Background: an optimization exercise with open tools, aiming at small area. Do not read the settings as production practice.
Function was checked by simulation only, so behaviour that the tests miss may differ from the original.
Power and IR drop assume default switching activity.

--- config.mk ---
export PLATFORM = sky130hd
export DESIGN_NAME = motor_subsystem
export DESIGN_NICKNAME = motor_subsystem
export VERILOG_FILES = /design/flow/design.v
export SDC_FILE = /design/flow/constraint.sdc
export NUM_CORES = 4
export LEC_CHECK = 0
export CAP_MARGIN = 20
export CORE_MARGIN = 2
export CORE_UTILIZATION = 55
export SLEW_MARGIN = 20
--- constraint.sdc ---
create_clock -name core_clock -period 10.0 [get_ports {clock}]
set_input_delay 2.0000 -clock core_clock [delete_from_list [all_inputs] [get_ports {clock}]]
set_output_delay 2.0000 -clock core_clock [all_outputs]
set_load 0.01 [all_outputs]
--- standard.sh ---
#!/bin/bash
# synth_recipe.tcl (not shown) runs the flow's synth.tcl, then flattens the netlist and writes it again
# the make line also repeats each setting of config.mk as NAME=value (left out here)
make -C /OpenROAD-flow-scripts/flow DESIGN_CONFIG=/design/flow/config.mk WORK_HOME=/design/flow/orfs CLKGATE_MAP_FILE= SYNTH_SCRIPT=/design/flow/synth_recipe.tcl "${@:-finish}"
--- flow/run.sh ---
#!/bin/bash
# The standard layout (standard.sh) with three changes:
#  - synthesis maps logic with an area-oriented ABC script (flow/synth.tcl, flow/area.abc);
#  - the clock tree uses clkbuf_8 leaf buffers, a clkbuf_16 root and no dummy loads;
#  - port buffers are buf_1.
# Every tool's output is in orfs/logs/; make's own output is in standard.log.
set -uo pipefail
HERE=$(pwd)
CTS="-sink_clustering_enable -repair_clock_nets -root_buf sky130_fd_sc_hd__clkbuf_16 -buf_list {sky130_fd_sc_hd__clkbuf_16} -sink_clustering_size 36 -sink_clustering_max_diameter 80 -dont_use_dummy_load"
bash standard.sh "SYNTH_SCRIPT=$HERE/flow/synth.tcl" "AREA_ABC_SCRIPT=$HERE/flow/area.abc" \
  "CTS_ARGS=$CTS" "BUFFER_PORTS_ARGS=-buffer_cell sky130_fd_sc_hd__buf_1" finish > standard.log 2>&1
--- flow/synth.tcl ---
# The standard flow's synthesis script (synth_recipe.tcl) with one change: ABC maps the combinational
# logic with an area-oriented script (flow/area.abc) instead of ORFS's speed script.
# Registers are mapped before ABC runs, so they are the standard synthesis's.
proc synth {args} { yosys synth -nofsm -noshare {*}$args }
proc abc {args} {
  set i [lsearch -exact $args -script]
  if {$i >= 0} { lset args [expr {$i+1}] $::env(AREA_ABC_SCRIPT) }
  puts "area abc: $args"
  yosys abc {*}$args
}
source $::env(SCRIPTS_DIR)/synth.tcl
# left out here: clear keep_hierarchy, flatten, clean up, hide names made inside functions, write 1_2_yosys.v
--- flow/area.abc ---
strash
&get -n
&fraig -x
&put
scorr
dc2
dretime
strash
&get -n
&syn2
&dch -f
&nf -R 1000
&put
strash
&get -n
&syn2
&dch -f
&nf -R 1000
&put
--- design.v ---
module spark_pwm #(
    parameter STEER = 0                  
)(
    input           reset_n,             
    input           clock,               
    input           clk_en,              
    input           pwm_enable,          
    input           pwm_direction,       
    input   [5:0]   pwm_ratio,           
    output          pwm_signal           
);
localparam [11:0] OFFSET = STEER ? 12'd132 : 12'd4;
function automatic ge_k(input [11:0] x, input [11:0] k);
    integer i;
    begin
        ge_k = 1'b1;
        for (i = 0; i < 12; i = i + 1)
            ge_k = k[i] ? (x[i] & ge_k) : (x[i] | ge_k);
    end
endfunction
function automatic le_k(input [11:0] x, input [11:0] k);
    integer i;
    begin
        le_k = 1'b1;
        for (i = 0; i < 12; i = i + 1)
            le_k = k[i] ? (~x[i] | le_k) : (~x[i] & le_k);
    end
endfunction
reg  [11:0]  phase;
reg          pwm_en_sync;
reg          dir;
reg  [5:0]   ratio;                
reg          loaded;
wire at_zero = (phase == OFFSET);
wire load    = clk_en & pwm_en_sync & at_zero & (STEER ? pwm_enable : 1'b1);
always @( posedge clock or negedge reset_n ) begin
    if( ~reset_n ) begin
        phase       <= OFFSET;
        pwm_en_sync <= 1'b0;
        loaded      <= 1'b0;
    end
    else if(clk_en) begin
        if(pwm_en_sync) begin
            phase <= phase + 12'h1;
            if(at_zero) begin
                if(!pwm_enable)
                    pwm_en_sync <= 1'b0;
                if(load)
                    loaded <= 1'b1;
            end
        end
        else
            pwm_en_sync <= pwm_enable;
    end
end
always @( posedge clock ) begin
    if(load) begin
        dir     <= pwm_direction;
        ratio   <= pwm_ratio;
    end
end
generate
if (STEER) begin : g_steer
    wire low_band = (phase >= 12'd134) & (phase <= 12'd511);
    wire band_lo  = (phase[11:8] == 4'd2);
    wire band_hi  = (phase[11:8] == 4'd3);
    wire [5:0] q  = phase[7:2];
    wire [5:0] b = ratio;
    wire c0 = (q[0] & b[0]) | (dir & (q[0] | b[0]));
    wire c1 = (q[1] & b[1]) | (c0 & (q[1] | b[1]));
    wire c2 = (q[2] & b[2]) | (c1 & (q[2] | b[2]));
    wire c3 = (q[3] & b[3]) | (c2 & (q[3] | b[3]));
    wire c4 = (q[4] & b[4]) | (c3 & (q[4] | b[4]));
    wire c5 = (q[5] & b[5]) | (c4 & (q[5] | b[5]));
    wire       below = ~c5;
    assign pwm_signal = loaded & (low_band |
                                  (band_lo & (dir | below)) |
                                  (band_hi & dir & below));
end
else begin : g_drive
    wire low_band = (phase >= 12'd6) & (phase <= 12'd575);
    wire band_lo  = (phase[11:6] == 6'd9);
    wire band_hi  = (phase[11:6] == 6'd10);
    wire [5:0] q  = phase[5:0];
    wire [5:0] b = ratio;
    wire c0 = (q[0] & b[0]) | (dir & (q[0] | b[0]));
    wire c1 = (q[1] & b[1]) | (c0 & (q[1] | b[1]));
    wire c2 = (q[2] & b[2]) | (c1 & (q[2] | b[2]));
    wire c3 = (q[3] & b[3]) | (c2 & (q[3] | b[3]));
    wire c4 = (q[4] & b[4]) | (c3 & (q[4] | b[4]));
    wire c5 = (q[5] & b[5]) | (c4 & (q[5] | b[5]));
    wire       below = ~c5;
    assign pwm_signal = low_band |
                        (band_lo & (dir | below)) |
                        (band_hi & dir & below);
end
endgenerate
endmodule
module pwm
(
    input           reset_n,     
    input           clock,       
    input           clk_en,      
    input   [3:0]   duty,        
    output          pwm_signal   
);
reg [7:0]   step_cnt;
reg [3:0]   target;
always @(posedge clock or negedge reset_n) begin
    if(~reset_n)
        step_cnt    <= 8'h0;
    else if(clk_en)
        step_cnt    <= step_cnt + 8'h1;
end
always @(posedge clock) begin
    if(clk_en & (step_cnt == 8'h1))
        target      <= duty;
end
wire [3:0] hi = step_cnt[7:4];
wire       lt3 = ~hi[3] & target[3];
wire       eq3 = ~(hi[3] ^ target[3]);
wire       lt2 = ~hi[2] & target[2];
wire       eq2 = ~(hi[2] ^ target[2]);
wire       lt1 = ~hi[1] & target[1];
wire       eq1 = ~(hi[1] ^ target[1]);
wire       lt0 = ~hi[0] & target[0];
wire       eq0 = ~(hi[0] ^ target[0]);
wire       le_lo = ~(|step_cnt[3:1]);
wire       below = lt3 | eq3 & (lt2 | eq2 & (lt1 | eq1 & (lt0 | eq0 & le_lo)));
wire       at_least_3 = (|hi) | (&step_cnt[1:0]) | step_cnt[2] | step_cnt[3];
assign pwm_signal = at_least_3 & below;
endmodule
module spi (
    input                   reset_n,     
    input                   clock,       
    input                   spi_clk,     
    input                   cs_n,        
    input                   mosi,        
    input           [7:0]   rd_data,
    output                  miso,        
    output reg      [5:0]   address,
    output reg              write_en,
    output reg      [7:0]   wr_data,
    output reg              read_en
);
reg                 cs_n_ff, cs_n_ff2, cs_n_ff3;
reg                 shift_en_ff, shift_en_ff2, shift_en_wentlow;
reg                 mosi_ff;
reg     [15:0]      shift_in_reg;
reg                 rx_par;
reg                 wr_pend, rd_pend;
reg     [8:0]       tx_data;
reg     [2:0]       tx_zeros;
wire csn_wenthigh   = cs_n_ff2 & ~cs_n_ff3;
wire csn_wentlow    = ~cs_n_ff2 & cs_n_ff3;
wire shift_in       = shift_en_ff & ~shift_en_ff2;
wire data_valid     = ~rx_par & (shift_in_reg != 16'h00FF);
always @(posedge clock or negedge reset_n) begin
    if(~reset_n) begin
        cs_n_ff             <= 1'b0;
        cs_n_ff2            <= 1'b0;
        cs_n_ff3            <= 1'b0;
        shift_en_ff         <= 1'b0;
        shift_en_ff2        <= 1'b0;
        shift_en_wentlow    <= 1'b0;
        mosi_ff             <= 1'b0;
        shift_in_reg        <= 16'h0;
        rx_par              <= 1'b0;
        wr_pend             <= 1'b0;
        rd_pend             <= 1'b0;
        write_en            <= 1'b0;
        read_en             <= 1'b0;
        tx_data             <= 9'h0;
        tx_zeros            <= 3'h0;
    end
    else begin
        cs_n_ff             <= cs_n;
        cs_n_ff2            <= cs_n_ff;
        cs_n_ff3            <= cs_n_ff2;
        shift_en_ff         <= spi_clk & (~cs_n);
        shift_en_ff2        <= shift_en_ff;
        shift_en_wentlow    <= (~shift_en_ff) & shift_en_ff2;
        mosi_ff             <= mosi;
        if(shift_in) begin
            shift_in_reg    <= {shift_in_reg[14:0], mosi_ff};
            rx_par          <= rx_par ^ shift_in_reg[15] ^ mosi_ff;
        end
        wr_pend             <= csn_wenthigh & ~shift_in_reg[15] & data_valid;
        rd_pend             <= csn_wenthigh &  shift_in_reg[15] & data_valid;
        write_en            <= wr_pend;
        read_en             <= rd_pend;
        if(csn_wentlow) begin
            tx_data         <= {^{1'b1, address, rd_data}, rd_data};
            tx_zeros        <= 3'h7;
        end
        else if(shift_en_wentlow) begin
            if(tx_zeros != 3'h0)
                tx_zeros    <= tx_zeros - 3'h1;
            else
                tx_data     <= {tx_data[7:0], 1'b0};
        end
    end
end
always @(posedge clock) begin
    if(csn_wenthigh) begin
        wr_data     <= shift_in_reg[7:0];
        address     <= shift_in_reg[13:8];
    end
end
assign miso = ((tx_zeros == 3'h0) & tx_data[8]) | cs_n;
endmodule
module reg_file (
    input               reset_n,     
    input               clock,       
    input       [5:0]   address,     
    input               write_en,    
    input       [7:0]   wr_data,     
    input               read_en,     
    output reg  [7:0]   rd_data,     
    output reg  [7:0]   drv0, drv1, drv2, drv3,      
    output reg  [7:0]   rot0, rot1, rot2, rot3,      
    input       [11:0]  angle0, angle1, angle2, angle3,  
    output reg  [7:0]   led_test                     
);
reg     [7:0]   servo0, servo1, servo2, servo3;
reg     [11:0]  snap0, snap1, snap2, snap3;
wire drv_bcast = (address == 6'h3) | (address == 6'h1);
wire snap_wr   = write_en & wr_data[6];
wire [7:0] ctl_wr = {wr_data[7:6], wr_data[5:0] ^ {6{wr_data[6]}}};
wire       ctl_addr = (address[5:2] == 4'b0001) | (address == 6'h08) | (address == 6'h0B) |
                      (address == 6'h0E) | (address == 6'h11);
always @(posedge clock or negedge reset_n) begin
    if(~reset_n) begin
        rd_data     <= 8'h0;
        drv0        <= 8'h0;
        drv1        <= 8'h0;
        drv2        <= 8'h0;
        drv3        <= 8'h0;
        rot0        <= 8'h0;
        rot1        <= 8'h0;
        rot2        <= 8'h0;
        rot3        <= 8'h0;
        servo0      <= 8'h0;
        servo1      <= 8'h0;
        servo2      <= 8'h0;
        servo3      <= 8'h0;
        led_test    <= 8'h0;
        snap0       <= 12'h0;
        snap1       <= 12'h0;
        snap2       <= 12'h0;
        snap3       <= 12'h0;
    end
    else begin
        if(write_en & ((address == 6'h04) | drv_bcast)) drv0 <= ctl_wr;
        if(write_en & ((address == 6'h05) | drv_bcast)) drv1 <= ctl_wr;
        if(write_en & ((address == 6'h06) | drv_bcast)) drv2 <= ctl_wr;
        if(write_en & ((address == 6'h07) | drv_bcast)) drv3 <= ctl_wr;
        if(write_en & (address == 6'h08)) rot0 <= ctl_wr;
        if(write_en & (address == 6'h0B)) rot1 <= ctl_wr;
        if(write_en & (address == 6'h0E)) rot2 <= ctl_wr;
        if(write_en & (address == 6'h11)) rot3 <= ctl_wr;
        if(snap_wr & (address == 6'h0A)) snap0 <= angle0;
        if(snap_wr & (address == 6'h0D)) snap1 <= angle1;
        if(snap_wr & (address == 6'h10)) snap2 <= angle2;
        if(snap_wr & (address == 6'h13)) snap3 <= angle3;
        if(write_en & (address == 6'h14)) servo0 <= wr_data;
        if(write_en & (address == 6'h15)) servo1 <= wr_data;
        if(write_en & (address == 6'h16)) servo2 <= wr_data;
        if(write_en & (address == 6'h17)) servo3 <= wr_data;
        if(write_en & (address == 6'h1B)) led_test <= wr_data;
        if(read_en)
            rd_data <= {rd_mux[7:6], rd_mux[5:0] ^ {6{rd_mux[6] & ctl_addr}}};
    end
end
reg [7:0] rd_mux;
always @(*) begin
    case(address)
        6'h04:   rd_mux = drv0;
        6'h05:   rd_mux = drv1;
        6'h06:   rd_mux = drv2;
        6'h07:   rd_mux = drv3;
        6'h08:   rd_mux = rot0;
        6'h09:   rd_mux = snap0[7:0];
        6'h0A:   rd_mux = {4'h0, snap0[11:8]};
        6'h0B:   rd_mux = rot1;
        6'h0C:   rd_mux = snap1[7:0];
        6'h0D:   rd_mux = {4'h0, snap1[11:8]};
        6'h0E:   rd_mux = rot2;
        6'h0F:   rd_mux = snap2[7:0];
        6'h10:   rd_mux = {4'h0, snap2[11:8]};
        6'h11:   rd_mux = rot3;
        6'h12:   rd_mux = snap3[7:0];
        6'h13:   rd_mux = {4'h0, snap3[11:8]};
        6'h14:   rd_mux = servo0;
        6'h15:   rd_mux = servo1;
        6'h16:   rd_mux = servo2;
        6'h17:   rd_mux = servo3;
        6'h1B:   rd_mux = led_test;
        default: rd_mux = 8'h0;
    endcase
end
endmodule
module i2c(
    input               reset_n,         
    input               clock,           
    input               step,            
    input               sample,          
    input       [1:0]   phase,           
    input               enable,          
    output      [11:0]  raw_angle,       
    output reg          scl,             
    input               sda_in,          
    output reg          sda_out,         
    output reg          sda_oe           
);
localparam      IDLE = 4'b0000;
localparam      START = 4'b0001;
localparam      DEV_WR = 4'b1000;
localparam      ACK0 = 4'b0100;
localparam      READ_ADDR = 4'b1001;
localparam      ACK1 = 4'b0101;
localparam      REP_START = 4'b0010;
localparam      DEV_RD = 4'b1010;
localparam      ACK2 = 4'b0110;
localparam      DATA0 = 4'b1100;
localparam      ACK3 = 4'b0011;
localparam      DATA1 = 4'b1101;
localparam      NACK = 4'b0111;
localparam      STOP = 4'b1011;
localparam      PAUSE = 4'b1111;
localparam      WRITE_DEVICE    = 8'h6C;
localparam      READ_DEVICE     = 8'h6D;
localparam      READ_RAW_ANGLE  = 8'h0C;
reg     [3:0]   ps, ns;
reg     [2:0]   bit_counter;
reg     [7:0]   read_data0;
reg     [3:0]   read_data1;
integer         k;
wire            byte_state = ps[3] & ~(ps[1] & ps[0]);
always @(posedge clock or negedge reset_n) begin
    if(~reset_n) begin
        ps              <= IDLE;
        bit_counter     <= 3'b0;
        read_data0      <= 8'b0;
        read_data1      <= 4'b0;
    end
    else begin
        if(step) begin
            ps          <= ns;
            bit_counter <= byte_state ? {bit_counter[2] ^ (bit_counter[1] & bit_counter[0]),
                                         bit_counter[1] ^ bit_counter[0], ~bit_counter[0]} : 3'h0;
        end
        for (k = 0; k < 4; k = k + 1)
            if(sample & (ps == DATA0) & (bit_counter == 3'd7 - k))
                read_data1[k]   <= sda_in;
        for (k = 0; k < 8; k = k + 1)
            if(sample & (ps == DATA1) & (bit_counter == 3'd7 - k))
                read_data0[k]   <= sda_in;
    end
end
always @(*) begin
    case(ps)
        IDLE:       ns = enable ? START : IDLE;
        START:      ns = DEV_WR;
        DEV_WR:     ns = (bit_counter == 3'h7) ? ACK0 : DEV_WR;
        ACK0:       ns = READ_ADDR;
        READ_ADDR:  ns = (bit_counter == 3'h7) ? ACK1 : READ_ADDR;
        ACK1:       ns = REP_START;
        REP_START:  ns = DEV_RD;
        DEV_RD:     ns = (bit_counter == 3'h7) ? ACK2 : DEV_RD;
        ACK2:       ns = DATA0;
        DATA0:      ns = (bit_counter == 3'h7) ? ACK3 : DATA0;
        ACK3:       ns = DATA1;
        DATA1:      ns = (bit_counter == 3'h7) ? NACK : DATA1;
        NACK:       ns = STOP;
        STOP:       ns = PAUSE;
        PAUSE:      ns = enable ? IDLE : START;
        default:    ns = IDLE;
    endcase
end
localparam [7:0] CUR_WR = 8'h36, CUR_RA = 8'h30, CUR_RD = 8'hB6;
localparam [7:0] PRV_WR = 8'h6C, PRV_RA = 8'h60;
wire            first_phase = (phase == 2'b00);
reg             wr_bit;
always @(*) begin
    case(ps)
        READ_ADDR:  wr_bit = first_phase ? PRV_RA[bit_counter] : CUR_RA[bit_counter];
        DEV_RD:     wr_bit = first_phase ? PRV_WR[bit_counter] : CUR_RD[bit_counter];
        default:    wr_bit = first_phase ? PRV_WR[bit_counter] : CUR_WR[bit_counter];
    endcase
end
always @(*) begin
    case(ps)
        IDLE:       begin scl = 1'b1;              sda_out = 1'b1;                                    sda_oe = 1'b1; end
        START:      begin scl = (phase != 2'b11);  sda_out = first_phase;                             sda_oe = 1'b1; end
        DEV_WR, READ_ADDR, DEV_RD:
                    begin scl = phase[1];          sda_out = wr_bit;                                  sda_oe = 1'b1; end
        ACK0, ACK1, ACK2, DATA0, DATA1:
                    begin scl = phase[1];          sda_out = 1'b1;                                    sda_oe = 1'b0; end
        REP_START:  begin scl = phase[1];          sda_out = (phase == 2'b01) | (phase == 2'b10);     sda_oe = 1'b1; end
        ACK3:       begin scl = phase[1];          sda_out = 1'b0;                                    sda_oe = 1'b1; end
        NACK:       begin scl = phase[1];          sda_out = 1'b1;                                    sda_oe = 1'b1; end
        STOP:       begin scl = phase[1];          sda_out = (phase == 2'b00) | (phase == 2'b11);     sda_oe = 1'b1; end
        default:    begin scl = 1'b1;              sda_out = 1'b1;                                    sda_oe = 1'b1; end
    endcase
end
assign raw_angle = {read_data1[3:0], read_data0[7:0]};
endmodule
module motor_subsystem(
    input           reset_n,         
    input           clock,           
    input           spi_clock,       
    input           cs_n,            
    input           mosi,            
    output          miso,            
    output  [3:0]   sr_pwm,          
    output  [3:0]   scl,             
    input   [3:0]   sda_in,          
    output  [3:0]   sda_out,         
    output  [3:0]   sda_oe,          
    output  [3:0]   sd_pwm,          
    output  [3:0]   servo_pwm,       
    output          status_fault,    
    output          status_pi,       
    output          status_ps4,      
    output          status_debug     
);
reg   [10:0]    div_cntr;
always @(posedge clock or negedge reset_n) begin
    if(~reset_n)
        div_cntr    <= 11'h040;
    else
        div_cntr    <= div_cntr + 11'h1;
end
wire            low5        = &div_cntr[4:0];
wire            en5         = low5 & ~div_cntr[5];                       
wire            en6         = low5 & div_cntr[5] & div_cntr[6];          
wire            en10        = low5 & div_cntr[5] & (div_cntr[10:6] == 5'b10000);    
wire  [1:0]     i2c_phase   = div_cntr[8:7];
wire            i2c_step    = en6 & (div_cntr[8:7] == 2'b11);            
wire            i2c_sample  = en6 & (div_cntr[8:7] == 2'b10);            
wire  [5:0]     address;
wire            write_en, read_en;
wire  [7:0]     wr_data, rd_data;
wire  [7:0]     drv0, drv1, drv2, drv3;
wire  [7:0]     rot0, rot1, rot2, rot3;
wire  [11:0]    angle0, angle1, angle2, angle3;
wire  [7:0]     led_test;
spi spi(
    .reset_n    (reset_n),
    .clock      (clock),
    .spi_clk    (spi_clock),
    .cs_n       (cs_n),
    .mosi       (mosi),
    .miso       (miso),
    .address    (address),
    .write_en   (write_en),
    .wr_data    (wr_data),
    .read_en    (read_en),
    .rd_data    (rd_data)
);
reg_file rf(
    .reset_n    (reset_n),
    .clock      (clock),
    .address    (address),
    .write_en   (write_en),
    .wr_data    (wr_data),
    .read_en    (read_en),
    .rd_data    (rd_data),
    .drv0       (drv0),
    .drv1       (drv1),
    .drv2       (drv2),
    .drv3       (drv3),
    .rot0       (rot0),
    .rot1       (rot1),
    .rot2       (rot2),
    .rot3       (rot3),
    .angle0     (angle0),
    .angle1     (angle1),
    .angle2     (angle2),
    .angle3     (angle3),
    .led_test   (led_test)
);
i2c i2c0(.reset_n(reset_n), .clock(clock), .step(i2c_step), .sample(i2c_sample), .phase(i2c_phase),
         .enable(rot0[7]), .raw_angle(angle0), .scl(scl[0]), .sda_in(sda_in[0]), .sda_out(sda_out[0]), .sda_oe(sda_oe[0]));
i2c i2c1(.reset_n(reset_n), .clock(clock), .step(i2c_step), .sample(i2c_sample), .phase(i2c_phase),
         .enable(rot1[7]), .raw_angle(angle1), .scl(scl[1]), .sda_in(sda_in[1]), .sda_out(sda_out[1]), .sda_oe(sda_oe[1]));
i2c i2c2(.reset_n(reset_n), .clock(clock), .step(i2c_step), .sample(i2c_sample), .phase(i2c_phase),
         .enable(rot2[7]), .raw_angle(angle2), .scl(scl[2]), .sda_in(sda_in[2]), .sda_out(sda_out[2]), .sda_oe(sda_oe[2]));
i2c i2c3(.reset_n(reset_n), .clock(clock), .step(i2c_step), .sample(i2c_sample), .phase(i2c_phase),
         .enable(rot3[7]), .raw_angle(angle3), .scl(scl[3]), .sda_in(sda_in[3]), .sda_out(sda_out[3]), .sda_oe(sda_oe[3]));
spark_pwm #(.STEER(1)) sr_pwm0(.reset_n(reset_n), .clock(clock), .clk_en(en5), .pwm_enable(rot0[7]),
         .pwm_direction(rot0[6]), .pwm_ratio(rot0[5:0]), .pwm_signal(sr_pwm[0]));
spark_pwm #(.STEER(1)) sr_pwm1(.reset_n(reset_n), .clock(clock), .clk_en(en5), .pwm_enable(rot1[7]),
         .pwm_direction(rot1[6]), .pwm_ratio(rot1[5:0]), .pwm_signal(sr_pwm[1]));
spark_pwm #(.STEER(1)) sr_pwm2(.reset_n(reset_n), .clock(clock), .clk_en(en5), .pwm_enable(rot2[7]),
         .pwm_direction(rot2[6]), .pwm_ratio(rot2[5:0]), .pwm_signal(sr_pwm[2]));
spark_pwm #(.STEER(1)) sr_pwm3(.reset_n(reset_n), .clock(clock), .clk_en(en5), .pwm_enable(rot3[7]),
         .pwm_direction(rot3[6]), .pwm_ratio(rot3[5:0]), .pwm_signal(sr_pwm[3]));
spark_pwm #(.STEER(0)) sd_pwm0(.reset_n(reset_n), .clock(clock), .clk_en(en5), .pwm_enable(drv0[7]),
         .pwm_direction(drv0[6]), .pwm_ratio(drv0[5:0]), .pwm_signal(sd_pwm[0]));
spark_pwm #(.STEER(0)) sd_pwm1(.reset_n(reset_n), .clock(clock), .clk_en(en5), .pwm_enable(drv1[7]),
         .pwm_direction(drv1[6]), .pwm_ratio(drv1[5:0]), .pwm_signal(sd_pwm[1]));
spark_pwm #(.STEER(0)) sd_pwm2(.reset_n(reset_n), .clock(clock), .clk_en(en5), .pwm_enable(drv2[7]),
         .pwm_direction(drv2[6]), .pwm_ratio(drv2[5:0]), .pwm_signal(sd_pwm[2]));
spark_pwm #(.STEER(0)) sd_pwm3(.reset_n(reset_n), .clock(clock), .clk_en(en5), .pwm_enable(drv3[7]),
         .pwm_direction(drv3[6]), .pwm_ratio(drv3[5:0]), .pwm_signal(sd_pwm[3]));
assign servo_pwm = 4'b0;
wire pwm_light;
pwm lights(
    .reset_n    (reset_n),
    .clock      (clock),
    .clk_en     (en10),
    .duty       (led_test[7:4]),
    .pwm_signal (pwm_light)
);
assign status_fault = pwm_light & led_test[0];
assign status_pi    = pwm_light & led_test[1];
assign status_ps4   = pwm_light & led_test[2];
assign status_debug = pwm_light;
endmodule
==> impl_results.md, run 1 <==
* Number of enable-type register cells in the synthesized netlist at 74
* Detailed placer's ending HPWL at 37,360 um
* Wire length of the first global-routing pass at 83,050 um
* Maximum root-to-sink buffer count at 3
* Seq/Total Area, Yosys at 0.5573
* Num rows at 73
* Count of instances resized after the clock tree is built at 0
* Final Max Tran Viols at 0
* Net count reported at finish at 2,055
* Highest-count cells in the layout ignoring fill and taps: dfrtp_1, nand2_1, mux2_1
* CTS H-tree depth at 1
* Detailed-route wire length at 51,310 um
* Required time of the critical path at 8.00 ns
* Total Die Area at 41,820 um^2
* Fraction of synthesis flops using an asynchronous set or reset pin at 0.8449
* Max_slew headroom at 0.2735
* Core footprint at 39,730 um^2
* Mean instance size in the synthesized netlist at 11.52 um^2
* Number of hold violations in the final report at 0
* Antenna diodes at 0
* Fill cell total of the finished layout at 3,363
* Antenna violations before repair at 0
* Worst-path clk slew at 0.12 ns
* Fraction of final layout cells with drive strength greater than 1 at 0.02692
* Final clock skew at 0.1163 ns
* Via count of the first global-routing pass at 14,650
* Width of the die at 204.5 um
* Arrival time reported for the critical path endpoint at 3.20 ns
* Measured slew at the worst slew-check pin at 1.090 ns
* Via total after detailed routing at 14,970
* Maximum fanout along the worst path at 15
* Status: no timing/DRC/antenna violations
* Maximum single-stage delay on the critical path at 0.61 ns
* Delay-heaviest family, CP: buffers and inverters
* Most common library cell in the layout ignoring fill and taps: dfrtp_1
* Port buffer count at 33
* Number of clock sinks seen by CTS at 477
* Static power due to leakage at 10.26 nW
* CP Cell Sequence: clkinv_1, ha_1, clkinv_1, a2bb2oi_1, o32ai_1, o21ai_0, nand2_1, nand3_1, nand3_1, buf_1
* Number of maximum-capacitance constraint violations at 0
* Highest-delay cell along the critical path: ha_1
* Crit path buffers/inverters at 3
* Leading register cell type out of synthesis: dfrtp_1
* Drt first pass iters at 5
* Total overflow reported by the global router at 0
* Number of flip-flops in the largest register at 16
* Kind of critical path: reg2out
* Global routing usage summed across all routing layers at 0.2526
* Total setup violations reported at the end of the flow at 0
* # DRC at 0
* Post-Route Utilization at 0.5913
* Register bit count reported by yosys at 477
* GPL Wtd Cong at 0.9059
* Post-route fraction of the period consumed by the critical path at 0.5200
* Setup repair after global routing missed its margin: no
* Netlist cell types at 62
* Footprint of the flip-flops and latches at 12,320 um^2
* Number of instances in the synthesized netlist at 1,920
* Path class of the lowest-slack min-delay path: reg2reg
* Footprint of the multi-input gates at 9328 um^2
* Max rail drop VDD at 0.1262 mV
* Pin count of the biggest net entering global routing at 158
* Post-synthesis to final-layout area growth at 6.258%
* Type of origin of the critical path: flop
* Root buffer selected by CTS: clkbuf_16
* Total Negative Setup Slacks at 0 ns
* Initial standard-cell utilization of the core at 0.5565
* Residual antenna-violating net count after detailed routing at 0
* Die Y at 204.5 um
* Total power divided by cell area at 150.9 nW/um^2
* Maximum clock rate at 192.3 MHz
* Routed length per placed instance at 20.57 um
* I/O pin cnt at 38
* Worst-skew pair later-pin latency at 0.62 ns
* Endpoint kind of the worst setup timing path: output port
* Count of hold buffers inserted by post-cts repair at 0
* Syn. warnings at 7
* Via-per-instance ratio at 6.004
* First DRT Iteration DRCs at 1,218
* Number of setup buffers added after CTS at 0
* TritonCTS clock tree: done
* Min Clock Period, post-route at 5.200 ns
* Clock buffer count from CTS at 27
* Post-Synthesis Cell Area at 22,110 um^2
## path summary, 6_finish.rpt
| path | startpoint | endpoint | slack, ns | cells past startpoint |
|---|---|---|---|---|
| setup / recovery | div_cntr[8] | sda_out[2] | 4.80 | 10 |
| hold / removal | spi.wr_pend | spi.write_en | 0.33 | 0 |
| setup reg to reg | spi.address[4] | rf.rd_data[1] | 6.57 | 10 |
| hold reg to reg | spi.wr_pend | spi.write_en | 0.33 | 0 |
| max in group asynchronous | reset_n | i2c1.bit_counter[1] | 6.30 | 3 |
| min in group asynchronous | reset_n | rf.drv1[3] | 1.44 | 1 |
## synth_stat cells, drive strengths merged (5+ instances only)
library cell / instances / area, um^2
nand4: 33 / 206.5
a21oi: 77 / 385.4
nand2b: 6 / 37.54
a22o: 28 / 245.2
mux2i: 8 / 80.08
buf: 24 / 180.2
nand3b: 5 / 37.54
nand3: 79 / 395.4
ha: 75 / 938.4
and2: 10 / 62.56
xor2: 41 / 359.1
nor3: 33 / 165.2
o21ai: 117 / 585.6
a22oi: 44 / 330.3
edfxtp: 74 / 2222
nand2: 195 / 732.0
or2: 5 / 31.28
nor2: 100 / 375.4
dfrtp: 390 / 9759
nor4: 11 / 68.82
and3: 60 / 375.4
xnor2: 84 / 735.7
clkinv: 79 / 296.5
o22ai: 25 / 156.4
a2111oi: 6 / 52.55
or3: 5 / 31.28
a221oi: 22 / 192.7
dfstp: 13 / 341.6
o221ai: 5 / 43.79
a31oi: 11 / 68.82
mux2: 170 / 1914
nor2b: 11 / 68.82
## cells by family (layout without fill, tap and decap cells)
group           count (synthesis)  count (layout)  synth area share
mux                           178             178           0.09020
fa+ha+maj                      79              79           0.04425
simple gates                  569             569            0.1230
flops                         477             477            0.5573
xor+xnor                      125             125           0.04951
compound gates                388             388            0.1140
buf+inv                       103             149           0.02156
other cells                     1               4         0.0001696
## routing by layer
metal | track usage | vias up | wire (um)
met1 | 0.3587 | 7434 | 23430
met3 | 0.02911 | 105 | 2050
met4 | 0.08540 | 0 | 1871
met2 | 0.4067 | 334 | 23960
met5 | 0 | - | 0
li1 | - | 7100 | -
## through the flow
step	instances	instance area, um^2	hold WS (ns)	setup slack [ns]	total power, W
after detailed placement	2467	22820	0.3443	5.376	0.002511
after floorplan	1923	22120	0.3312	5.831	0.002346
after CTS	2494	23490	0.3296	4.751	0.003589
after global routing	2494	23500	0.3313	4.596	0.003699
final	2494	23500	0.3294	4.800	0.003546
after global placement	2467	22820	0.3372	5.466	0.002500
## layout make-up
class | count | share of cell area
Clock buffer | 27 | 0.02876
Inverter | 79 | 0.01262
Multi-Input combinational cell | 1343 | 0.3970
Sequential cell | 477 | 0.5245
Tap cell | 525 | 0.02796
Timing Repair Buffer | 43 | 0.009160
## where the power goes
group          internal, W  total [W]  switching [W]
combinational    0.0000832   0.000214       0.000131
clock             0.000478    0.00107       0.000596
sequential         0.00211    0.00226       0.000151
total              0.00267    0.00355       0.000878
==> run 2: changes to the inputs <==
--- a/flow/run.sh
+++ b/flow/run.sh
@@ -7,5 +7,5 @@
 set -uo pipefail
 HERE=$(pwd)
-CTS="-sink_clustering_enable -repair_clock_nets -root_buf sky130_fd_sc_hd__clkbuf_16 -buf_list {sky130_fd_sc_hd__clkbuf_16} -sink_clustering_size 36 -sink_clustering_max_diameter 80 -dont_use_dummy_load"
+CTS="-sink_clustering_enable -repair_clock_nets -root_buf sky130_fd_sc_hd__clkbuf_8 -buf_list {sky130_fd_sc_hd__clkbuf_8} -sink_clustering_size 16 -sink_clustering_max_diameter 60 -dont_use_dummy_load"
 bash standard.sh "SYNTH_SCRIPT=$HERE/flow/synth.tcl" "AREA_ABC_SCRIPT=$HERE/flow/area.abc" \
   "CTS_ARGS=$CTS" "BUFFER_PORTS_ARGS=-buffer_cell sky130_fd_sc_hd__buf_1" finish > standard.log 2>&1
==> impl_results.md, run 2 <==
* Required time of the critical path at 8.00 ns
* Worst reg2reg setup slack at 6.48 ns
* Kind of critical path: reg2out
* Non-Filler Instances at 2,509
* Maximum fanout along the worst path at 15
* Final Max Tran Viols at 0
* Netlist cell types at 62
* Worst-skew pair later-pin latency at 0.65 ns
* Wire length of the first global-routing pass at 83,280 um
* Met2 wire length at 23,800 um
* Synth cell count leaders: dfrtp_1, nand2_1, mux2_1
* Number of instances in the placed design at 2,467
* Via total after detailed routing at 15,070
* Detailed placer's ending HPWL at 37,360 um
* Maximum clock rate at 190.6 MHz
* Footprint of the multi-input gates at 9328 um^2
* Status: no timing/DRC/antenna violations
* GPL Wtd Cong at 0.9059
* Sequential Power Share at 0.652
* Wire length on met3 at 2174 um
* Net count reported at finish at 2,070
* Die Y at 204.5 um
* Footprint of the flip-flops and latches at 12,320 um^2
* Number of instances in the synthesized netlist at 1,920
* Number of cells traversed by the worst register-to-register path at 10
* Internal power at 0.002565 W
* Core footprint at 39,730 um^2
* Total setup violations reported at the end of the flow at 0
* Clock buffer count from CTS at 42
* Syn. warnings at 7
* Total Die Area at 41,820 um^2
* Final clock skew at 0.08106 ns
* Finished layout cell area at 23,400 um^2
* Number of hold violations in the final report at 0
* Max rail drop VDD at 0.08869 mV
* Count of instances resized after the clock tree is built at 0
* I/O pin cnt at 38
* Setup repair after global routing missed its margin: no
* Post-Synthesis Cell Area at 22,110 um^2
* DR top layer: met4
* Number of maximum-capacitance constraint violations at 0
* Path class of the lowest-slack min-delay path: reg2reg
* Post-placement cell area at 22,820 um^2
* # DRC at 0
* Initial standard-cell utilization of the core at 0.5565
* Post-route fraction of the period consumed by the critical path at 0.5247
* Relative contribution of combinational cells to total power at 0.062
* Critical R2R Capture: rf.rd_data[1]
* Register bit count reported by yosys at 477
* Cell type with the highest aggregate area in the netlist: dfrtp_1
* Count of hold buffers inserted by post-cts repair at 0
* Pin count of the biggest net entering global routing at 158
* Worst hold endpoint: spi.cs_n_ff2
* Fraction of final layout cells with drive strength greater than 1 at 0.03427
* Via-per-instance ratio at 6.006
* Type of origin of the critical path: flop
* Number of enable-type register cells in the synthesized netlist at 74
* Routed length per placed instance at 20.61 um
* Startpoint of the worst hold path: spi.cs_n_ff
* Root buffer selected by CTS: clkbuf_8
* Fraction of synthesis flops using an asynchronous set or reset pin at 0.8449
* Max_slew headroom at 0.2709
* Endpoint kind of the worst setup timing path: output port
* Seq/Total Area, Yosys at 0.5573
* First DRT Iteration DRCs at 1,176
* Routed met1 length at 23,530 um
* Arrival time reported for the critical path endpoint at 3.25 ns
* Detailed-route wire length at 51,700 um
* Residual antenna-violating net count after detailed routing at 0
* Total power divided by cell area at 147.8 nW/um^2
* Part of the power in the clock network at 0.286
* Area fraction of the dominant cell type after synthesis at 0.4414
* Maximum root-to-sink buffer count at 3
* Antenna violations before repair at 0
* Most area-consuming cells after synthesis: dfrtp_1, edfxtp_1, mux2_1, ha_1, xnor2_1
* Cell depth of the worst min-delay path at 0
* Leading register cell type out of synthesis: dfrtp_1
* CTS H-tree depth at 2
* Number of clock sinks seen by CTS at 477
* Worst-path clk slew at 0.10 ns
* Total Negative Setup Slacks at 0 ns
* Drt first pass iters at 5
* Switching Fraction at 0.2584
* Switching Power at 0.0008937 W
* Via count of the first global-routing pass at 14,780
* Number of flip-flops in the largest register at 16
* Num rows at 73
* Number of setup buffers added after CTS at 0
* Min Clock Period, post-route at 5.247 ns
* Reg2reg start: spi.address[4]
* Total overflow reported by the global router at 0
* Post-synthesis to final-layout area growth at 5.817%
* TritonCTS clock tree: done
* Mean instance size in the synthesized netlist at 11.52 um^2
* Port buffer count at 33
* Measured slew at the worst slew-check pin at 1.094 ns
* Width of the die at 204.5 um
* Highest-count cells in the layout ignoring fill and taps: dfrtp_1, nand2_1, mux2_1
* Global routing usage summed across all routing layers at 0.2563
* Top-count cell post-synth: dfrtp_1
* Most common library cell in the layout ignoring fill and taps: dfrtp_1
* Static power due to leakage at 10.23 nW
* Fill cell total of the finished layout at 3,414
* Antenna diodes at 0
-- run 2: cell count changes in the layout (fill, tap and decap cells not counted) --
cell       change
clkbuf_16     -27
clkbuf_8      +42
-- run 2: per-stage QoR --
stage	utilization	setup slack [ns]	power, W	hold slack [ns]
after floorplan	-	5.831	0.002346	0.3312
after global placement	0.5743	5.466	0.002500	0.3372
after detailed placement	0.5743	5.376	0.002511	0.3443
after CTS	0.5888	4.700	0.003497	0.3768
after global routing	0.5889	4.547	0.003612	0.3887
final	0.5889	4.753	0.003458	0.3721
-- run 2: cell families after synthesis --
group,Yosys count,synth area share
other,1,0.0001696
multiplexers,178,0.09020
flip-flops,477,0.5573
XOR/XNOR,125,0.04951
adder cells (fa/ha/maj),79,0.04425
AND/OR/NAND/NOR,569,0.1230
buffers and inverters,103,0.02156
AO/OA/AOI/OAI,388,0.1140
-- run 2: power groups by stage --
stage | sequential [W] | combinational, W | clock (W)
final | 0.00226 | 0.000214 | 0.000988
after global routing | 0.00227 | 0.000244 | 0.00110
after CTS | 0.00225 | 0.000218 | 0.00102
after detailed placement | 0.00229 | 0.000217 | 0
after global placement | 0.00229 | 0.000210 | 0
after floorplan | 0.00221 | 0.000136 | 0
-- run 2: routing by layer --
metal	up-vias	track usage
met3	121	0.03723
met1	7480	0.3603
met4	0	0.1022
li1	7123	-
met2	346	0.4034
met5	-	0
-- run 2: worst max-delay path by stage --
| stage | startpoint | endpoint | slack [ns] |
|---|---|---|---|
| 2_1_floorplan | cs_n | miso | 5.83 |
| 3_3_place_gp | div_cntr[8] | sda_out[2] | 5.47 |
| 6_report | div_cntr[8] | sda_out[2] | 4.75 |
| 4_1_cts | div_cntr[8] | sda_out[2] | 4.70 |
| 5_1_grt | div_cntr[8] | sda_out[2] | 4.55 |
| 3_5_place_dp | div_cntr[8] | sda_out[2] | 5.38 |
-- run 2: layout make-up --
cell class,instances,area share
sequential,477,0.5267
timing repair buffer,43,0.009198
inverter,79,0.01267
multi-input combinational,1343,0.3987
clock buffer,42,0.02471
tap,525,0.02807
-- run 2: worst max-delay path, stage by stage (launching register included) --
cell and delay (ns):
dfrtp_1 0.56, clkinv_1 0.10, ha_1 0.62, clkinv_1 0.48
a2bb2oi_1 0.23, o32ai_1 0.09, o21ai_0 0.19, nand2_1 0.07
nand3_1 0.08, nand3_1 0.09, buf_1 0.13
==> run 3: changes to the inputs <==
--- a/flow/run.sh
+++ b/flow/run.sh
@@ -7,5 +7,5 @@
 set -uo pipefail
 HERE=$(pwd)
-CTS="-sink_clustering_enable -repair_clock_nets -root_buf sky130_fd_sc_hd__clkbuf_8 -buf_list {sky130_fd_sc_hd__clkbuf_8} -sink_clustering_size 16 -sink_clustering_max_diameter 60 -dont_use_dummy_load"
+CTS="-sink_clustering_enable -repair_clock_nets -root_buf sky130_fd_sc_hd__clkbuf_16 -buf_list {sky130_fd_sc_hd__clkbuf_4 sky130_fd_sc_hd__clkbuf_8} -sink_clustering_size 12 -sink_clustering_max_diameter 50 -dont_use_dummy_load"
 bash standard.sh "SYNTH_SCRIPT=$HERE/flow/synth.tcl" "AREA_ABC_SCRIPT=$HERE/flow/area.abc" \
   "CTS_ARGS=$CTS" "BUFFER_PORTS_ARGS=-buffer_cell sky130_fd_sc_hd__buf_1" finish > standard.log 2>&1
==> impl_results.md, run 3 <==
* Status: no timing/DRC/antenna violations
* Worst-skew pair later-pin latency at 0.57 ns
* Final clock skew at 0.03344 ns
* Post-placement cell area at 22,820 um^2
* Number of enable-type register cells in the synthesized netlist at 74
* Syn. warnings at 7
* Kind of critical path: reg2out
* Number of hold violations in the final report at 0
* Maximum clock rate at 192.2 MHz
* # DRC at 0
* Number of instances in the synthesized netlist at 1,920
* Fraction of final layout cells with drive strength greater than 1 at 0.03960
* GPL Wtd Cong at 0.9059
* Worst-path clk slew at 0.07 ns
* Number of flip-flops in the largest register at 16
* Wire length of the first global-routing pass at 83,810 um
* Antenna violations before repair at 0
* TritonCTS clock tree: done
* Maximum single-stage delay on the critical path at 0.62 ns
* Register bit count reported by yosys at 477
* Total Die Area at 41,820 um^2
* Number of maximum-capacitance constraint violations at 0
* Post-Route Utilization at 0.5941
* Post-route fraction of the period consumed by the critical path at 0.5204
* Residual antenna-violating net count after detailed routing at 0
* Num rows at 73
* Number of setup buffers added after CTS at 0
* Total setup violations reported at the end of the flow at 0
* Cell type with the highest aggregate area in the netlist: dfrtp_1
* Antenna diodes at 0
* Count of hold buffers inserted by post-cts repair at 0
* Arrival time reported for the critical path endpoint at 3.20 ns
* Seq/Total Area, Yosys at 0.5573
* Total overflow reported by the global router at 0
* Synth cell count leaders: dfrtp_1, nand2_1, mux2_1
* First DRT Iteration DRCs at 1,170
* Leading register cell type out of synthesis: dfrtp_1
* Path class of the lowest-slack min-delay path: reg2reg
* Most common library cell in the layout ignoring fill and taps: dfrtp_1
* Finished layout cell area at 23,610 um^2
* Fraction of synthesis flops using an asynchronous set or reset pin at 0.8449
* Total power divided by cell area at 153.8 nW/um^2
* Via count of the first global-routing pass at 14,830
* Total Negative Setup Slacks at 0 ns
* Min Clock Period, post-route at 5.204 ns
* Final Max Tran Viols at 0
* Initial standard-cell utilization of the core at 0.5565
* Netlist cell types at 62
* I/O pin cnt at 38
* Delay-heaviest family, CP: buffers and inverters
* Clock buffer count from CTS at 53
* Die Y at 204.5 um
* Core footprint at 39,730 um^2
* Crit path buffers/inverters at 3
* Non-Filler Instances at 2,520
* Via-per-instance ratio at 6.025
* Most area-consuming cells after synthesis: dfrtp_1, edfxtp_1, mux2_1, ha_1, xnor2_1
* Area fraction of the dominant cell type after synthesis at 0.4414
* Global routing usage summed across all routing layers at 0.2571
* Measured slew at the worst slew-check pin at 1.091 ns
* CTS H-tree depth at 2
* Post-synthesis to final-layout area growth at 6.756%
* Total power at 0.003630 W
* Root buffer selected by CTS: clkbuf_16
* Count of instances resized after the clock tree is built at 0
* CP Cell Sequence: clkinv_1, ha_1, clkinv_1, a2bb2oi_1, o32ai_1, o21ai_0, nand2_1, nand3_1, nand3_1, buf_1
* Port buffer count at 33
* Width of the die at 204.5 um
* Highest-delay cell along the critical path: ha_1
* Top-count cell post-synth: dfrtp_1
* Via total after detailed routing at 15,180
* Pin count of the biggest net entering global routing at 158
* Drt first pass iters at 7
* Maximum fanout along the worst path at 15
* Number of clock sinks seen by CTS at 477
* Routed length per placed instance at 20.61 um
* Setup repair after global routing missed its margin: no
* Post-Synthesis Cell Area at 22,110 um^2
* Number of instances in the placed design at 2,467
* Detailed placer's ending HPWL at 37,360 um
* Mean instance size in the synthesized netlist at 11.52 um^2
* Highest-count cells in the layout ignoring fill and taps: dfrtp_1, nand2_1, mux2_1
* Max_slew headroom at 0.2724
* Worst reg2reg setup slack at 6.56 ns
* Required time of the critical path at 8.00 ns
* Maximum root-to-sink buffer count at 3
* Type of origin of the critical path: flop
* Max rail drop VDD at 0.1090 mV
* Detailed-route wire length at 51,930 um
* Endpoint kind of the worst setup timing path: output port
* Static power due to leakage at 10.33 nW
* Net count reported at finish at 2,081
[run 3: final timing paths]
path | from | to | cells past startpoint
max in group asynchronous | reset_n | rf.rot1[7] | 3
min | spi.cs_n_ff | spi.cs_n_ff2 | 0
min in group asynchronous | reset_n | rf.servo0[4] | 1
max reg2reg | spi.address[4] | rf.rd_data[1] | 10
max | div_cntr[8] | sda_out[2] | 10
min reg2reg | spi.cs_n_ff | spi.cs_n_ff2 | 0
[run 3: layout make-up]
class,instances,area [um^2]
sequential,477,12320
fill,3371,16130
tap,525,656.9
multi-input combinational,1343,9328
inverter,79,296.5
timing repair buffer,43,215.2
clock buffer,53,785.8
[run 3: kinds of logic after synthesis]
logic type	share of synthesized area
compound gates	0.1140
xor+xnor	0.04951
fa+ha+maj	0.04425
buf+inv	0.02156
flops	0.5573
mux	0.09020
other cells	0.0001696
simple gates	0.1230
[run 3: power by group]
part / leakage (nW) / internal (W) / switching [W]
registers: 6.08 / 0.00211 / 0.000151
logic: 3.85 / 0.0000831 / 0.000130
clock network: 0.407 / 0.000518 / 0.000641
[run 3: per-stage QoR]
step	setup WS (ns)	hold slack (ns)
after global placement	5.466	0.3372
after CTS	4.769	0.3695
after floorplan	5.831	0.3312
after global routing	4.615	0.3793
final	4.797	0.3649
after detailed placement	5.376	0.3443
[run 3: metal layers]
metal | vias to the layer above | global-route usage | share of wire
li1 | 7156 | - | -
met1 | 7520 | 0.3588 | 0.45
met2 | 377 | 0.4035 | 0.46
met3 | 130 | 0.04168 | 0.048
met4 | 0 | 0.1043 | 0.044
met5 | - | 0 | 0
[run 3: worst reg2reg max path: stages (launching register included)]
cell	delay [ns]
edfxtp_1	0.48
clkinv_1	0.08
ha_1	0.38
and3_1	0.51
a22o_1	0.26
a21oi_1	0.05
and3_1	0.19
nand4_1	0.15
a21boi_0	0.84
xor2_1	0.26
a21oi_1	0.10
==> run 4: changes to the inputs <==
--- a/flow/run.sh
+++ b/flow/run.sh
@@ -7,5 +7,5 @@
 set -uo pipefail
 HERE=$(pwd)
-CTS="-sink_clustering_enable -repair_clock_nets -root_buf sky130_fd_sc_hd__clkbuf_16 -buf_list {sky130_fd_sc_hd__clkbuf_4 sky130_fd_sc_hd__clkbuf_8} -sink_clustering_size 12 -sink_clustering_max_diameter 50 -dont_use_dummy_load"
+CTS="-sink_clustering_enable -repair_clock_nets -root_buf sky130_fd_sc_hd__clkbuf_16 -buf_list {sky130_fd_sc_hd__clkbuf_8} -sink_clustering_size 16 -sink_clustering_max_diameter 60 -dont_use_dummy_load"
 bash standard.sh "SYNTH_SCRIPT=$HERE/flow/synth.tcl" "AREA_ABC_SCRIPT=$HERE/flow/area.abc" \
   "CTS_ARGS=$CTS" "BUFFER_PORTS_ARGS=-buffer_cell sky130_fd_sc_hd__buf_1" finish > standard.log 2>&1
==> impl_results.md, run 4 <==
* Initial standard-cell utilization of the core at 0.5565
* Netlist cell types at 62
* Number of enable-type register cells in the synthesized netlist at 74
* Static power due to leakage at 10.25 nW
* Worst setup path startpoint: div_cntr[8]
* Global routing usage summed across all routing layers at 0.2567
* Detailed placer's ending HPWL at 37,360 um
* Max rail drop VDD at 0.09903 mV
* Post-Synthesis Cell Area at 22,110 um^2
* Maximum clock rate at 193.0 MHz
* GRT met3 Usage at 0.03898
* Footprint of the multi-input gates at 9328 um^2
* Final Max Tran Viols at 0
* Status: no timing/DRC/antenna violations
* Endpoint kind of the worst setup timing path: output port
* Width of the die at 204.5 um
* Port buffer count at 33
* Measured slew at the worst slew-check pin at 1.084 ns
* GRT met2 Usage at 0.4031
* Cell type with the highest aggregate area in the netlist: dfrtp_1
* CTS H-tree depth at 2
* Timing endpoint of the critical path: sda_out[2]
* Type of origin of the critical path: flop
* Post-route fraction of the period consumed by the critical path at 0.5181
* Number of flip-flops in the largest register at 16
* Most area-consuming cells after synthesis: dfrtp_1, edfxtp_1, mux2_1, ha_1, xnor2_1
* First DRT Iteration DRCs at 1,126
* Post-Route Utilization at 0.5903
* Worst reg2reg setup slack at 6.50 ns
* GRT busiest layer: met2
* Reg2reg start: spi.address[4]
* Number of instances in the synthesized netlist at 1,920
* Total setup violations reported at the end of the flow at 0
* Clock buffer count from CTS at 42
* Count of instances resized after the clock tree is built at 0
* Routed length per placed instance at 20.61 um
* Number of instances in the placed design at 2,467
* # DRC at 0
* Number of hold violations in the final report at 0
* Register bit count reported by yosys at 477
* Highest-count cells in the layout ignoring fill and taps: dfrtp_1, nand2_1, mux2_1
* Fill cell total of the finished layout at 3,403
* Number of clock sinks seen by CTS at 477
* Maximum root-to-sink buffer count at 3
* Max_slew headroom at 0.2772
* Top-count cell post-synth: dfrtp_1
* Number of cells traversed by the worst register-to-register path at 10
* Total power at 0.003507 W
* Core footprint at 39,730 um^2
* I/O pin cnt at 38
* Antenna diodes at 0
* Detailed-route wire length at 51,720 um
* Root buffer selected by CTS: clkbuf_16
* Net count reported at finish at 2,070
* Worst-skew pair later-pin latency at 0.56 ns
* Area fraction of the dominant cell type after synthesis at 0.4414
* GPL Wtd Cong at 0.9059
* Total overflow reported by the global router at 0
* Footprint of the flip-flops and latches at 12,320 um^2
* Worst hold slack at 0.3715 ns
* Path class of the lowest-slack min-delay path: reg2reg
* Via total after detailed routing at 15,090
* Via-per-instance ratio at 6.014
* Synth cell count leaders: dfrtp_1, nand2_1, mux2_1
* Count of hold buffers inserted by post-cts repair at 0
* Kind of critical path: reg2out
* Seq/Total Area, Yosys at 0.5573
* Drt first pass iters at 6
* Maximum fanout along the worst path at 15
* Leading register cell type out of synthesis: dfrtp_1
* Post-synthesis to final-layout area growth at 6.072%
* Non-Filler Instances at 2,509
* Wire length of the first global-routing pass at 83,370 um
* Arrival time reported for the critical path endpoint at 3.18 ns
* Fraction of synthesis flops using an asynchronous set or reset pin at 0.8449
* Residual antenna-violating net count after detailed routing at 0
* Mean instance size in the synthesized netlist at 11.52 um^2
* Setup repair after global routing missed its margin: no
* Total Negative Setup Slacks at 0 ns
* Number of maximum-capacitance constraint violations at 0
* Number of setup buffers added after CTS at 0
* Most common library cell in the layout ignoring fill and taps: dfrtp_1
* Num rows at 73
* Total power divided by cell area at 149.5 nW/um^2
* Total Die Area at 41,820 um^2
* Syn. warnings at 7
* Worst-path clk slew at 0.10 ns
* TritonCTS clock tree: done
* Fraction of final layout cells with drive strength greater than 1 at 0.03427
* Global routing usage on met1 at 0.3604
* Final clock skew at 0.05991 ns
* Antenna violations before repair at 0
* Pin count of the biggest net entering global routing at 158
* Via count of the first global-routing pass at 14,750
* Die Y at 204.5 um
* Required time of the critical path at 8.00 ns
* Critical R2R Capture: rf.rd_data[1]
* Min Clock Period, post-route at 5.181 ns
-- run 4: worst min-delay path by stage --
stage / from / to / slack [ns] / depth (start not counted)
finish: spi.cs_n_ff / spi.cs_n_ff2 / 0.37 / 0
global route: spi.wr_pend / spi.write_en / 0.39 / 0
CTS: spi.cs_n_ff / spi.cs_n_ff2 / 0.38 / 0
detailed placement: spi.cs_n_ff / spi.cs_n_ff2 / 0.34 / 0
global placement: spi.wr_pend / spi.write_en / 0.34 / 0
floorplan: spi.cs_n_ff / spi.cs_n_ff2 / 0.33 / 0
-- run 4: final cells by class --
| cell class | count | area share |
|---|---|---|
| Sequential cell | 477 | 0.5254 |
| Tap cell | 525 | 0.02801 |
| Inverter | 79 | 0.01264 |
| Multi-Input combinational cell | 1343 | 0.3977 |
| Clock buffer | 42 | 0.02705 |
| Timing Repair Buffer | 43 | 0.009176 |
-- run 4: per-stage QoR --
stage | setup slack, ns | instance area (um^2)
finish | 4.819 | 23450
CTS | 4.792 | 23450
global route | 4.630 | 23450
global placement | 5.466 | 22820
floorplan | 5.831 | 22120
detailed placement | 5.376 | 22820
-- run 4: critical path, stage by stage (launching register included) --
cell	delay [ns]
dfrtp_1	0.56
clkinv_1	0.10
ha_1	0.62
clkinv_1	0.48
a2bb2oi_1	0.23
o32ai_1	0.09
o21ai_0	0.19
nand2_1	0.07
nand3_1	0.08
nand3_1	0.09
buf_1	0.13
-- run 4: power breakdown --
group	internal, W	switching, W	total [W]
combinational	0.0000832	0.000131	0.000214
sequential	0.00211	0.000151	0.00226
clock	0.000423	0.000613	0.00104
total	0.00261	0.000895	0.00351
-- run 4: cell families (layout without fill, tap and decap cells) --
| group | count (synthesis) | count (layout) | synth area share |
|---|---|---|---|
| AND/OR/NAND/NOR | 569 | 569 | 0.1230 |
| flip-flops | 477 | 477 | 0.5573 |
| AO/OA/AOI/OAI | 388 | 388 | 0.1140 |
| multiplexers | 178 | 178 | 0.09020 |
| XOR/XNOR | 125 | 125 | 0.04951 |
| buffers and inverters | 103 | 164 | 0.02156 |
| adder cells (fa/ha/maj) | 79 | 79 | 0.04425 |
| other | 1 | 4 | 0.0001696 |
-- run 4: metal layers --
layer | wire, um | share of wire
met4 | 2087 | 0.040
met1 | 23300 | 0.45
met5 | 0 | 0
met2 | 23970 | 0.46
met3 | 2361 | 0.046
==> run 5: changes to the inputs <==
--- a/design.v
+++ b/design.v
@@ -164,5 +164,4 @@
         shift_en_ff2        <= 1'b0;
         shift_en_wentlow    <= 1'b0;
-        mosi_ff             <= 1'b0;
         shift_in_reg        <= 16'h0;
         rx_par              <= 1'b0;
@@ -181,5 +180,4 @@
         shift_en_ff2        <= shift_en_ff;
         shift_en_wentlow    <= (~shift_en_ff) & shift_en_ff2;
-        mosi_ff             <= mosi;
         if(shift_in) begin
             shift_in_reg    <= {shift_in_reg[14:0], mosi_ff};
@@ -203,4 +201,5 @@
 end
 always @(posedge clock) begin
+    mosi_ff         <= mosi;
     if(csn_wenthigh) begin
         wr_data     <= shift_in_reg[7:0];
==> flow/run.sh (replaced) <==
#!/bin/bash
# The standard layout (standard.sh) with three changes:
#  - synthesis maps logic with an area-oriented ABC script (flow/synth.tcl, flow/area.abc),
#    adders included (no separate half/full-adder cell mapping);
#  - the clock tree uses clkbuf_8 buffers and no dummy loads;
#  - port buffers are buf_1.
# Every tool's output is in orfs/logs/; make's own output is in standard.log.
set -uo pipefail
HERE=$(pwd)
CTS="-sink_clustering_enable -repair_clock_nets -root_buf sky130_fd_sc_hd__clkbuf_8 -buf_list {sky130_fd_sc_hd__clkbuf_8} -sink_clustering_size 16 -sink_clustering_max_diameter 60 -dont_use_dummy_load"
bash standard.sh "SYNTH_SCRIPT=$HERE/flow/synth.tcl" "ADDER_MAP_FILE=" "AREA_ABC_SCRIPT=$HERE/flow/area.abc" \
  "CTS_ARGS=$CTS" "BUFFER_PORTS_ARGS=-buffer_cell sky130_fd_sc_hd__buf_1" finish > standard.log 2>&1
==> impl_results.md, run 5 <==
* Status: no timing/DRC/antenna violations
* Total Die Area at 39,760 um^2
* Root buffer selected by CTS: clkbuf_8
* Path class of the lowest-slack min-delay path: reg2reg
* Num rows at 71
* Dominant cell type by count on the critical path: maj3_1
* First DRT Iteration DRCs at 1,147
* Worst-skew pair later-pin latency at 0.63 ns
* Arrival time reported for the critical path endpoint at 3.62 ns
* Global routing usage summed across all routing layers at 0.2582
* Post-Route Utilization at 0.5936
* Fraction of final layout cells with drive strength greater than 1 at 0.04104
* Synth cell count leaders: dfrtp_1, nand2_1, nor2_1
* Finished layout cell area at 22,360 um^2
* I/O pin cnt at 38
* Number of cells traversed by the worst register-to-register path at 11
* Number of hold violations in the final report at 0
* Number of clock sinks seen by CTS at 477
* Initial standard-cell utilization of the core at 0.5576
* Cell type with the highest aggregate area in the netlist: dfrtp_1
* Worst hold endpoint: spi.cs_n_ff2
* Required time of the critical path at 8.00 ns
* Count of instances resized after the clock tree is built at 0
* Top-count cell post-synth: dfrtp_1
* # DRC at 0
* Final clock skew at 0.04637 ns
* Highest-delay cell along the critical path: a2111oi_0
* Area fraction of the dominant cell type after synthesis at 0.4635
* Highest-count cells in the layout ignoring fill and taps: dfrtp_1, nand2_1, nor2_1
* Reg2reg start: spi.address[4]
* Syn. warnings at 7
* Via count of the first global-routing pass at 14,020
* Core footprint at 37,670 um^2
* Critical R2R Capture: rf.rd_data[1]
* Total setup violations reported at the end of the flow at 0
* CP Cell Sequence: maj3_1, a21oi_1, o21ai_0, maj3_1, maj3_1, maj3_1, maj3_1, a2111oi_0, buf_1
* Most common library cell in the layout ignoring fill and taps: dfrtp_1
* TritonCTS clock tree: done
* Antenna violations before repair at 0
* Total overflow reported by the global router at 0
* Final Max Tran Viols at 0
* Static power due to leakage at 9.930 nW
* Number of instances in the synthesized netlist at 1,849
* Pin count of the biggest net entering global routing at 150
* Wire length of the first global-routing pass at 78,960 um
* Leading register cell type out of synthesis: dfrtp_1
* Port buffer count at 33
* Setup repair after global routing missed its margin: no
* Mean instance size in the synthesized netlist at 11.36 um^2
* Measured slew at the worst slew-check pin at 1.025 ns
* Via total after detailed routing at 14,640
* Cell depth of the worst min-delay path at 0
* Die Y at 199.4 um
* Net count reported at finish at 1,936
* Kind of critical path: reg2out
* Detailed placer's ending HPWL at 34,820 um
* Number of enable-type register cells in the synthesized netlist at 74
* Detailed-route wire length at 49,320 um
* Post-synthesis to final-layout area growth at 6.458%
* Number of flip-flops in the largest register at 16
* Fraction of synthesis flops using an asynchronous set or reset pin at 0.8428
* Max rail drop VDD at 0.1763 mV
* Maximum fanout along the worst path at 1
* GPL Wtd Cong at 0.9190
* Residual antenna-violating net count after detailed routing at 0
* Min Clock Period, post-route at 5.621 ns
* Post-Synthesis Cell Area at 21,000 um^2
* Seq/Total Area, Yosys at 0.5865
* Maximum root-to-sink buffer count at 3
* Width of the die at 199.4 um
* Number of setup buffers added after CTS at 0
* Clock buffer count from CTS at 41
* Maximum single-stage delay on the critical path at 0.42 ns
* Via-per-instance ratio at 6.008
* Maximum clock rate at 177.9 MHz
* Worst reg2reg setup slack at 6.48 ns
* Type of origin of the critical path: flop
* CTS H-tree depth at 2
* Total Negative Setup Slacks at 0 ns
* Count of hold buffers inserted by post-cts repair at 0
* Total power divided by cell area at 152.7 nW/um^2
* Startpoint of the worst hold path: spi.cs_n_ff
* Routed length per placed instance at 20.24 um
* Most area-consuming cells after synthesis: dfrtp_1, edfxtp_1, mux2_1, nand2_1, nor2_1
* Drt first pass iters at 7
* Post-placement cell area at 21,790 um^2
* Post-route fraction of the period consumed by the critical path at 0.5621
* Netlist cell types at 60
* Number of maximum-capacitance constraint violations at 0
* Worst-path clk slew at 0.09 ns
* Register bit count reported by yosys at 477
* Max_slew headroom at 0.3152
* Endpoint kind of the worst setup timing path: output port
-- run 5: cell types whose count changed after synthesis, sizes merged, moves of 26 or more --
cell / delta
nor2: +77
ha: -75
clkinv: -43
a21oi: +34
a222oi: +29
xnor2: -26
-- run 5: cells by family (layout without fill, tap and decap cells) --
kind of cell	Yosys count	in the layout	share of synthesized area
other	1	5	0.0001786
AND/OR/NAND/NOR	636	636	0.1417
flip-flops	477	477	0.5865
buffers and inverters	60	133	0.01501
multiplexers	176	176	0.09389
XOR/XNOR	100	100	0.04170
adder cells (fa/ha/maj)	10	10	0.004766
AO/OA/AOI/OAI	389	389	0.1162
-- run 5: metal layers --
layer	routed length (um)	global-route usage	vias to the layer above
met1	22520	0.3697	7292
met2	22460	0.4016	355
met3	2901	0.05030	87
met5	0	0	-
met4	1436	0.07929	0
li1	-	-	6908
-- run 5: final cells by class --
cell class | count | area (um^2)
inverter | 36 | 135.1
multi-input combinational | 1315 | 8382
clock buffer | 41 | 564.3
tap | 511 | 639.4
fill | 3234 | 15310
timing repair buffer | 56 | 316.6
sequential | 477 | 12320
antenna | 1 | 2.502
-- run 5: through the flow --
| step | instances | power, W | hold slack, ns | setup WS [ns] |
|---|---|---|---|---|
| 3_3_place_gp | 2395 | 0.002468 | 0.3389 | 5.015 |
| 4_1_cts | 2436 | 0.003452 | 0.3280 | 4.302 |
| 5_1_grt | 2436 | 0.003563 | 0.3385 | 4.174 |
| 6_report | 2437 | 0.003414 | 0.3362 | 4.379 |
| 2_1_floorplan | 1852 | 0.002318 | 0.3312 | 5.160 |
| 3_5_place_dp | 2395 | 0.002476 | 0.3402 | 5.008 |
-- run 5: worst max-delay path by stage --
stage | from | end | slack [ns] | depth (start not counted)
4_1_cts | sr_pwm2.ratio[0] | sr_pwm[2] | 4.30 | 9
5_1_grt | sr_pwm2.dir | sr_pwm[2] | 4.17 | 9
2_1_floorplan | sr_pwm2.dir | sr_pwm[2] | 5.16 | 9
6_report | sr_pwm2.ratio[0] | sr_pwm[2] | 4.38 | 9
3_3_place_gp | sr_pwm2.dir | sr_pwm[2] | 5.02 | 9
3_5_place_dp | sr_pwm2.phase[2] | sr_pwm[2] | 5.01 | 9
-- run 5: critical path, delay by kind of cell, from the launching register on --
family	cells	cell delay, ns
adder cells (fa/ha/maj)	5	1.78
AO/OA/AOI/OAI	3	0.64
buffers and inverters	1	0.19
flip-flops	1	0.38
-- run 5: report_power, final --
group	switching, W	internal, W
Sequential	0.000141	0.00209
Combinational	0.000128	0.0000740
Clock	0.000610	0.000368
Total	0.000878	0.00254

-- port drivers added, routing unchanged --
No port has a modelled driver above. Below, the same layouts with a new extraction and two added sets of constraints. Step 1, drivers: a clkbuf_16 drives clock and a buf_2 each remaining input, both assumed. Step 2 also shifts input and output timing later by t, the mid clock arrival at the registers, as if the neighbouring blocks saw the same clock. a / b / c = no drivers / after step 1 / after step 2; a / b = the first two.
run | t (ns) | setup WS [ns] | hold WS [ns] | latest minus earliest clock arrival (ns)
run 1 | 0.625 | 4.800 / 4.741 / 5.366 | 0.329 / 0.329 / 0.329 | 0.120 / 0.121
run 2 | 0.661 | 4.753 / 4.696 / 5.357 | 0.372 / 0.372 / 0.372 | 0.081 / 0.082
run 3 | 0.593 | 4.797 / 4.742 / 5.335 | 0.365 / 0.365 / 0.365 | 0.055 / 0.055
run 4 | 0.591 | 4.819 / 4.761 / 5.352 | 0.372 / 0.372 / 0.372 | 0.060 / 0.060
run 5 | 0.659 | 4.379 / 4.326 / 4.986 | 0.336 / 0.336 / 0.336 | 0.047 / 0.047
After both steps setup and hold are still met in every run listed.
